Context: an optimization exercise on an open-source flow, tuned for small area. The choices shown serve that exercise and are no tape-out recipe. The RTL was checked by simulation tests, not by an equivalence proof against the original design. No driver is modelled on the clock port, so clock power and skew are understated where the tree is cut down; a real chip needs a root buffer or a tree. No activity file was given, so power comes from the tool's default toggle rates.

==> flow/design.v <==
module KEY_INPUT(
	input  logic            clk,
	input  logic            rst_n,
	input  logic            KEY0,
	input  logic            KEY3,
	input  logic            KEY4,
	input  logic            SW1,
	input  logic            SW2,
	input  logic            SW3,
	input  logic            SW4,
	output logic [3:0][5:0] aq,
	output logic [3:0]      ar,
	output logic [5:0]      dq,
	output logic            dr);
	localparam logic [1:0] NONE = 2'd0, UP = 2'd2, DOWN = 2'd3, PRESET = 2'd1;
	logic [3:0][1:0] op;
	logic [3:0]      f;
	logic [3:0][5:0] vq;
	logic [3:0]      vr;
	logic [3:0] sel;
	assign sel[0] = rst_n & SW1 & ~SW2 & ~SW3 & ~SW4;
	assign sel[1] = rst_n & ~SW1 & SW2 & ~SW3 & ~SW4;
	assign sel[2] = rst_n & ~SW1 & ~SW2 & SW3 & ~SW4;
	assign sel[3] = rst_n & ~SW1 & ~SW2 & ~SW3 & SW4;
	wire any = |sel;
	wire keys_up = KEY0 & KEY3 & KEY4;
	logic [5:0] sq, svq;
	logic       sr, svr, sf;
	logic [1:0] sop;
	always_comb begin
		sq = '0; sr = 1'b0; svq = '0; svr = 1'b0; sop = '0; sf = 1'b0;
		for (int j = 0; j < 4; j++)
			if (sel[j]) begin
				sq  = sq  | aq[j];
				sr  = sr  | ar[j];
				svq = svq | vq[j];
				svr = svr | vr[j];
				sop = sop | op[j];
				sf  = sf  | f[j];
			end
	end
	wire [5:0] presetq = sel[2] ? 6'd33 : 6'd3;    
	wire pend = (sop != NONE);
	wire commit = keys_up & pend;
	logic [5:0] nq;
	logic       nr;
	always_comb begin
		nr = sr;
		case (sop)
			UP:      nq = sq + 6'd1;
			DOWN:    nq = sq - 6'd1;
			PRESET:  begin nq = presetq; nr = 1'b1; end
			default: nq = sq;
		endcase
	end
	logic [1:0] nop;
	always_comb begin
		if (keys_up)
			nop = NONE;
		else if (pend)
			nop = sop;
		else if (!KEY0)
			nop = ({1'b0, sq} + {6'd0, sr} <= 7'd59) ? UP : NONE;
		else if (!KEY3)
			nop = (sq != 6'd0) ? DOWN : NONE;
		else
			nop = (sq == presetq && sr) ? NONE : PRESET;
	end
	wire [6:0] wa = {nq, nr};
	wire [6:0] wv = {sq, sr};
	wire [1:0] wop = nop & {2{rst_n}};
	wire       wf = ~commit;
	always_ff @(posedge clk)
		for (int j = 0; j < 4; j++) begin
			if (!rst_n || (sel[j] && commit))
				{aq[j], ar[j]} <= wa;
			if (!rst_n || (sel[j] && sf))
				{vq[j], vr[j]} <= wv;
			if (!rst_n || sel[j]) begin
				op[j] <= wop;
				f[j] <= wf;
			end
		end
	always_ff @(posedge clk)
		if (!rst_n || any)
			{dq, dr} <= {svq, svr};
endmodule
module PWM_SERVO_CONTROL (
	input  logic            clk,
	input  logic            rst_n,
	input  logic            nextangle,
	input  logic [3:0][5:0] pq,
	input  logic [3:0]      pr,
	output logic [3:0]      servo);
	logic [9:0]  n;
	logic [10:0] m;
	logic        on;    
	wire frame_end = m[10] & m[7] & m[5] & m[4] & m[3] & m[2] & n[6] & n[5] & n[2];
	wire n_end = n[9] & n[8] & n[5] & n[4] & n[3];
	always_ff @(posedge clk) begin
		if (!rst_n) begin
			n <= '0;
			m <= '0;
		end else if (frame_end) begin
			n <= '0;
			m <= '0;
		end else if (n_end) begin
			n <= '0;
			m <= m + 11'd1;
		end else
			n <= n + 10'd1;
	end
	wire big = (m[10:6] >= 5'd18);
	wire mid = (m[10:6] == 5'd17);
	wire t0 = (n > 10'd425);
	wire t1 = (n > 10'd150);
	logic [3:0] hit;
	always_comb
		for (int j = 0; j < 4; j++)
			hit[j] = big | (mid & (({1'b0, pq[j]} + {1'b0, m[5:0]} + {6'd0, pr[j] ? t1 : t0}) >= 7'd64));
	always_ff @(posedge clk) begin
		if (!rst_n) begin
			on <= 1'b0;
			servo <= '0;
		end else begin
			on <= on | nextangle;
			servo <= on ? hit : 4'b0;
		end
	end
endmodule
module ANGLE_DECODE(
	input  logic [5:0]  q,
	input  logic        r,
	output logic [11:0] bcd);
	logic [2:0] qt;
	logic [3:0] qo;
	logic [4:0] lo;    
	logic [1:0] c;
	logic [3:0] ones;
	logic [4:0] hi;    
	always_comb begin
		qt = 3'(q / 6'd10);
		qo = 4'(q % 6'd10);
		lo = 5'(qo) * 5'd3 + 5'(r);
		c = (lo >= 5'd20) ? 2'd2 : (lo >= 5'd10) ? 2'd1 : 2'd0;
		ones = 4'(lo - 5'(c) * 5'd10);
		hi = 5'(qt) * 5'd3 + 5'(c);
		bcd = {3'b0, hi >= 5'd10, 4'(hi >= 5'd10 ? hi - 5'd10 : hi), ones};
	end
endmodule
module LED_7seg(
	 input [11:0] Data_in,
	 input clk,
	 output [6:0] seg_H, seg_M, seg_L
);
reg [6:0] SevenSeg_H;
reg [6:0] SevenSeg_M;
reg [6:0] SevenSeg_L;
always @(*)
begin
	case(Data_in[3:0])
	 4'h0: SevenSeg_L = 7'b0000001;		 
    4'h1: SevenSeg_L = 7'b1001111;		 
    4'h2: SevenSeg_L = 7'b0010010;		 
    4'h3: SevenSeg_L = 7'b0000110;		 
    4'h4: SevenSeg_L = 7'b1001100;		 
    4'h5: SevenSeg_L = 7'b0100100;		 
    4'h6: SevenSeg_L = 7'b0100000;		 
    4'h7: SevenSeg_L = 7'b0001111;		 
    4'h8: SevenSeg_L = 7'b0000000;		 
    4'h9: SevenSeg_L = 7'b0001100;		 
	 4'ha: SevenSeg_L = 7'b0001000;		 
	 4'hb: SevenSeg_L = 7'b1100000;		 
	 4'hc: SevenSeg_L = 7'b0110001;		 
	 4'hd: SevenSeg_L = 7'b1000010;		 
	 4'he: SevenSeg_L = 7'b0110000;		 
	 4'hf: SevenSeg_L = 7'b0111000;		 
	endcase
	case(Data_in[7:4])
	 4'h0: SevenSeg_M = 7'b0000001;		 
    4'h1: SevenSeg_M = 7'b1001111;		 
    4'h2: SevenSeg_M = 7'b0010010;		 
    4'h3: SevenSeg_M = 7'b0000110;		 
    4'h4: SevenSeg_M = 7'b1001100;		 
    4'h5: SevenSeg_M = 7'b0100100;		 
    4'h6: SevenSeg_M = 7'b0100000;		 
    4'h7: SevenSeg_M = 7'b0001111;		 
    4'h8: SevenSeg_M = 7'b0000000;		 
    4'h9: SevenSeg_M = 7'b0001100;		 
	 4'ha: SevenSeg_M = 7'b0001000;		 
	 4'hb: SevenSeg_M = 7'b1100000;		 
	 4'hc: SevenSeg_M = 7'b0110001;		 
	 4'hd: SevenSeg_M = 7'b1000010;		 
	 4'he: SevenSeg_M = 7'b0110000;		 
	 4'hf: SevenSeg_M = 7'b0111000;		 
	 endcase
	 case(Data_in[11:8])
	 4'h0: SevenSeg_H = 7'b0000001;		 
    4'h1: SevenSeg_H = 7'b1001111;		 
    4'h2: SevenSeg_H = 7'b0010010;		 
    4'h3: SevenSeg_H = 7'b0000110;		 
    4'h4: SevenSeg_H = 7'b1001100;		 
    4'h5: SevenSeg_H = 7'b0100100;		 
    4'h6: SevenSeg_H = 7'b0100000;		 
    4'h7: SevenSeg_H = 7'b0001111;		 
    4'h8: SevenSeg_H = 7'b0000000;		 
    4'h9: SevenSeg_H = 7'b0001100;		 
	 4'ha: SevenSeg_H = 7'b0001000;		 
	 4'hb: SevenSeg_H = 7'b1100000;		 
	 4'hc: SevenSeg_H = 7'b0110001;		 
	 4'hd: SevenSeg_H = 7'b1000010;		 
	 4'he: SevenSeg_H = 7'b0110000;		 
	 4'hf: SevenSeg_H = 7'b0111000;		 
	endcase
end
assign {seg_H[0],seg_H[1],seg_H[2],seg_H[3],seg_H[4],seg_H[5],seg_H[6]} = SevenSeg_H;
assign {seg_M[0],seg_M[1],seg_M[2],seg_M[3],seg_M[4],seg_M[5],seg_M[6]} = SevenSeg_M;
assign {seg_L[0],seg_L[1],seg_L[2],seg_L[3],seg_L[4],seg_L[5],seg_L[6]} = SevenSeg_L;
endmodule
module servo_ctrl_top (
	input  logic       clk,
	input  logic       rst_n,
	input  logic       KEY0,
	input  logic       KEY3,
	input  logic       KEY4,
	input  logic       SW0,
	input  logic       SW1,
	input  logic       SW2,
	input  logic       SW3,
	input  logic       SW4,
	output logic       servo1,
	output logic       servo2,
	output logic       servo3,
	output logic       servo4,
	output logic [6:0] seg_H,
	output logic [6:0] seg_M,
	output logic [6:0] seg_L);
	logic [3:0][5:0] aq;    
	logic [3:0]      ar;
	logic [3:0][5:0] pq;    
	logic [3:0]      pr;
	logic [5:0]      dq;    
	logic            dr;
	KEY_INPUT KEY_INPUT (
		.clk(clk), .rst_n(rst_n), .KEY0(KEY0), .KEY3(KEY3), .KEY4(KEY4),
		.SW1(SW1), .SW2(SW2), .SW3(SW3), .SW4(SW4),
		.aq(aq), .ar(ar), .dq(dq), .dr(dr));
	always_ff @(posedge clk)
		if (SW0) begin
			pq <= aq;
			pr <= ar;
		end
	PWM_SERVO_CONTROL PWM_SERVO_CONTROL (
		.clk(clk), .rst_n(rst_n), .nextangle(SW0), .pq(pq), .pr(pr),
		.servo({servo4, servo3, servo2, servo1}));
	logic [11:0] bcd;
	ANGLE_DECODE ANGLE_DECODE (.q(dq), .r(dr), .bcd(bcd));
	LED_7seg LED_7seg (
		.Data_in(bcd), .clk(clk),
		.seg_H(seg_H), .seg_M(seg_M), .seg_L(seg_L));
endmodule
==> flow/config.mk <==
export PLATFORM = sky130hd
export DESIGN_NAME = servo_ctrl_top
export DESIGN_NICKNAME = servo_ctrl_top
export VERILOG_FILES = /design/flow/design.v
export SDC_FILE = /design/flow/constraint.sdc
export NUM_CORES = 4
export LEC_CHECK = 0
export ABC_AREA = 1
export CAP_MARGIN = 0
export CORE_MARGIN = 2
export CORE_UTILIZATION = 65
export GPL_TIMING_DRIVEN = 0
export SLEW_MARGIN = 0
==> flow/constraint.sdc <==
create_clock -name core_clock -period 20.0 [get_ports {clk}]
set_input_delay 4.0000 -clock core_clock [delete_from_list [all_inputs] [get_ports {clk}]]
set_output_delay 4.0000 -clock core_clock [all_outputs]
set_load 0.01 [all_outputs]
standard.sh (not shown) runs the stock make flow with config.mk's settings and CLKGATE_MAP_FILE= SYNTH_SCRIPT=/design/flow/synth_recipe.tcl, a recipe that flattens the netlist after the stock synthesis.
==> flow/flow/run.sh <==
#!/bin/bash
# Own layout flow: the standard synthesis, its combinational logic re-mapped
# with a stronger ABC script (registers untouched), then the standard ORFS
# layout with smaller port buffers and a small hand-built clock tree.  Each tool logs to its own file.
set -euo pipefail
HERE=$(pwd)
RES=$HERE/orfs/results/sky130hd/servo_ctrl_top/base
LIB=$FLOW_HOME/platforms/sky130hd/lib/sky130_fd_sc_hd__tt_025C_1v80.lib

# 1. standard synthesis, unchanged
bash standard.sh synth > synth_std.log 2>&1
cp $RES/1_2_yosys.v $HERE/std_synth.v

# 2. re-map the combinational logic
mkdir -p $HERE/resyn
python3 flow/libfuncs.py $LIB > $HERE/resyn/comb_cells.v
python3 flow/ffstubs.py $LIB > $HERE/resyn/ff_stubs.v
DU=$(grep -o -- "-dont_use [A-Za-z0-9_]*" orfs/logs/sky130hd/servo_ctrl_top/base/1_2_yosys.log | sort -u | tr '\n' ' ')
export RESYN_DIR=$HERE/resyn RESYN_IN=$HERE/std_synth.v RESYN_OUT=$HERE/resyn/resyn.v \
  RESYN_TOP=$FLOW_TOP RESYN_ABC=$HERE/flow/resyn.abc RESYN_LIB=$LIB RESYN_DONT_USE="$DU"
if yosys -c flow/resyn.tcl > resyn.log 2>&1; then
  cp $HERE/resyn/resyn.v $RES/1_2_yosys.v
  rm -f $RES/1_synth.odb $RES/1_synth.sdc
else
  echo "resynthesis failed, keeping the standard netlist" >> resyn.log
fi

# 3. layout; the clock tree is built by flow/clock_tree.tcl (a PRE_CTS hook):
# a root buffer on the clock port drives eight clock buffers, each driving
# the registers of one region of the placement
export MANUAL_CTS_NET=clk MANUAL_CTS_GROUPS=8 \
  MANUAL_CTS_BUF=sky130_fd_sc_hd__clkbuf_8 MANUAL_CTS_ROOT=sky130_fd_sc_hd__clkbuf_4
bash standard.sh \
  "BUFFER_PORTS_ARGS=-buffer_cell sky130_fd_sc_hd__buf_1" \
  "PRE_CTS_TCL=$HERE/flow/clock_tree.tcl" \
  finish > layout.log 2>&1
==> flow/flow/resyn.abc <==
strash
&get -n
&deepsyn -T 60
&dch -f
&nf -R 1000
&put
==> flow/flow/resyn.tcl <==
# Re-maps the combinational logic of the standard synthesis netlist with a
# stronger ABC script.  Flip-flop cells are kept as they are (blackboxes), so
# the registers keep their names and cell types.
yosys read_verilog $::env(RESYN_DIR)/comb_cells.v
yosys read_verilog $::env(RESYN_DIR)/ff_stubs.v
yosys read_verilog $::env(RESYN_IN)
yosys hierarchy -top $::env(RESYN_TOP)
yosys flatten
# plain names for the combinational nets (ABC mishandles escaped names
# with brackets); ports and register outputs keep theirs
yosys select -set keepw t:*df* %x:+\[Q\] t:*df* %d
yosys select -set hidew w:* i:* o:* %u %d @keepw %d
yosys rename -hide @hidew
# drop the cell models, so that the mapped cells are library cells again
yosys hierarchy -top $::env(RESYN_TOP)
yosys opt_clean -purge
yosys techmap
yosys opt -fast
yosys abc -script $::env(RESYN_ABC) -liberty $::env(RESYN_LIB) {*}$::env(RESYN_DONT_USE)
yosys read_liberty -lib -nooverwrite $::env(RESYN_LIB)
yosys opt_clean -purge
yosys hilomap -singleton -hicell sky130_fd_sc_hd__conb_1 HI -locell sky130_fd_sc_hd__conb_1 LO

yosys splitnets
yosys opt_clean -purge
yosys rename -hide w:*\$*
yosys check -assert -mapped
yosys tee -o $::env(RESYN_OUT).stat stat -liberty $::env(RESYN_LIB)
yosys write_verilog -noattr -nohex -nodec $::env(RESYN_OUT)
Other scripts of this flow, unchanged in this note and not shown: flow/flow/clock_tree.tcl, flow/flow/ffstubs.py, flow/flow/libfuncs.py
The baseline produced a clean layout.
==> next run, changes <==
--- a/flow/flow/resyn.tcl
+++ b/flow/flow/resyn.tcl
@@ -21,5 +21,5 @@
 yosys opt_clean -purge
 yosys hilomap -singleton -hicell sky130_fd_sc_hd__conb_1 HI -locell sky130_fd_sc_hd__conb_1 LO
-
+yosys insbuf -buf sky130_fd_sc_hd__buf_1 A X
 yosys splitnets
 yosys opt_clean -purge
Effect: The changed run completed with no timing, DRC or antenna violations; cell area increases by 0.31%; hold slack improved by 0.017 ns; die area increases by 0.40%; core utilization increases by 0.22 points; critical path depth stays the same; clock skew is about the same.
==> next run, changes <==
--- a/flow/flow/run.sh
+++ b/flow/flow/run.sh
@@ -12,13 +12,29 @@
 cp $RES/1_2_yosys.v $HERE/std_synth.v
 
-# 2. re-map the combinational logic
+# 2. re-map the combinational logic: ABC's deepsyn from four random seeds in
+# parallel; the smallest result is kept
 mkdir -p $HERE/resyn
 python3 flow/libfuncs.py $LIB > $HERE/resyn/comb_cells.v
 python3 flow/ffstubs.py $LIB > $HERE/resyn/ff_stubs.v
 DU=$(grep -o -- "-dont_use [A-Za-z0-9_]*" orfs/logs/sky130hd/servo_ctrl_top/base/1_2_yosys.log | sort -u | tr '\n' ' ')
-export RESYN_DIR=$HERE/resyn RESYN_IN=$HERE/std_synth.v RESYN_OUT=$HERE/resyn/resyn.v \
-  RESYN_TOP=$FLOW_TOP RESYN_ABC=$HERE/flow/resyn.abc RESYN_LIB=$LIB RESYN_DONT_USE="$DU"
-if yosys -c flow/resyn.tcl > resyn.log 2>&1; then
-  cp $HERE/resyn/resyn.v $RES/1_2_yosys.v
+for S in 0 1 2 3; do
+  sed "s/@SEED@/$S/" flow/resyn.abc > $HERE/resyn/seed$S.abc
+  RESYN_DIR=$HERE/resyn RESYN_IN=$HERE/std_synth.v RESYN_OUT=$HERE/resyn/resyn$S.v \
+    RESYN_TOP=$FLOW_TOP RESYN_ABC=$HERE/resyn/seed$S.abc RESYN_LIB=$LIB RESYN_DONT_USE="$DU" \
+    timeout 900 yosys -c flow/resyn.tcl > resyn$S.log 2>&1 &
+done
+wait || true
+BEST=""
+BEST_AREA=""
+for S in 0 1 2 3; do
+  if [[ -s $HERE/resyn/resyn$S.v && -s $HERE/resyn/resyn$S.v.stat ]]; then
+    A=$(grep "Chip area" $HERE/resyn/resyn$S.v.stat | awk '{print $NF}')
+    echo "seed $S: area $A" >> resyn.log
+    if [[ -z "$BEST" ]] || awk "BEGIN{exit !($A < $BEST_AREA)}"; then BEST=$S; BEST_AREA=$A; fi
+  fi
+done
+if [[ -n "$BEST" ]]; then
+  echo "using seed $BEST" >> resyn.log
+  cp $HERE/resyn/resyn$BEST.v $RES/1_2_yosys.v
   rm -f $RES/1_synth.odb $RES/1_synth.sdc
 else
==> flow/flow/resyn.abc (replaced) <==
strash
&get -n
&deepsyn -T 60 -S @SEED@
&dch -f
&nf -R 1000
&put
Settings changed: CORE_UTILIZATION 65 to 75.
What happened: The changed run finished clean; total power barely changes; cell area is about the same; worst setup slack gets worse by 0.47 ns; global-route usage grows by 4.6 points; via count goes up by about 3%; synthesized area stays the same; register-to-register slack loses 0.02 ns; wire length rose by about 0.4%; hold slack got worse by 0.0092 ns; sequential share of layout area barely changes; die area drops by 13%.
In every run of this note, the design's own scripts or RTL, not TritonCTS, make the clock network.

## separate check: timing with driven ports
The flow's constraints put no driver on any port. The routed layouts listed below were extracted and timed again, unchanged, in two steps.
Step 1: set_driving_cell puts a clkbuf_16 on clk and a buf_2 on each other input, an assumption about the parent block.
Step 2 also shifts input and output timing later by t, the mid clock arrival at the registers, as if the neighbouring blocks saw the same clock.
Three values: ideal, step 1, step 2; two values: the first two.
| run | t, ns | setup slack, ns | hold WS [ns] | pins driven straight from the clock port |
|---|---|---|---|---|
| the first run | 0.486 | 12.324 / 12.324 / 11.837 | 0.443 / 0.443 / 0.443 | 1 |
| the second run | 0.495 | 12.284 / 12.286 / 11.791 | 0.460 / 0.460 / 0.460 | 1 |
| the third run | 0.494 | 11.810 / 11.815 / 11.321 | 0.451 / 0.451 / 0.451 | 1 |
After both steps setup and hold are still met in every run listed. For the second run, which loses most, drivers alone change the setup slack by +0.002 ns; drivers and shift together by -0.493 ns.
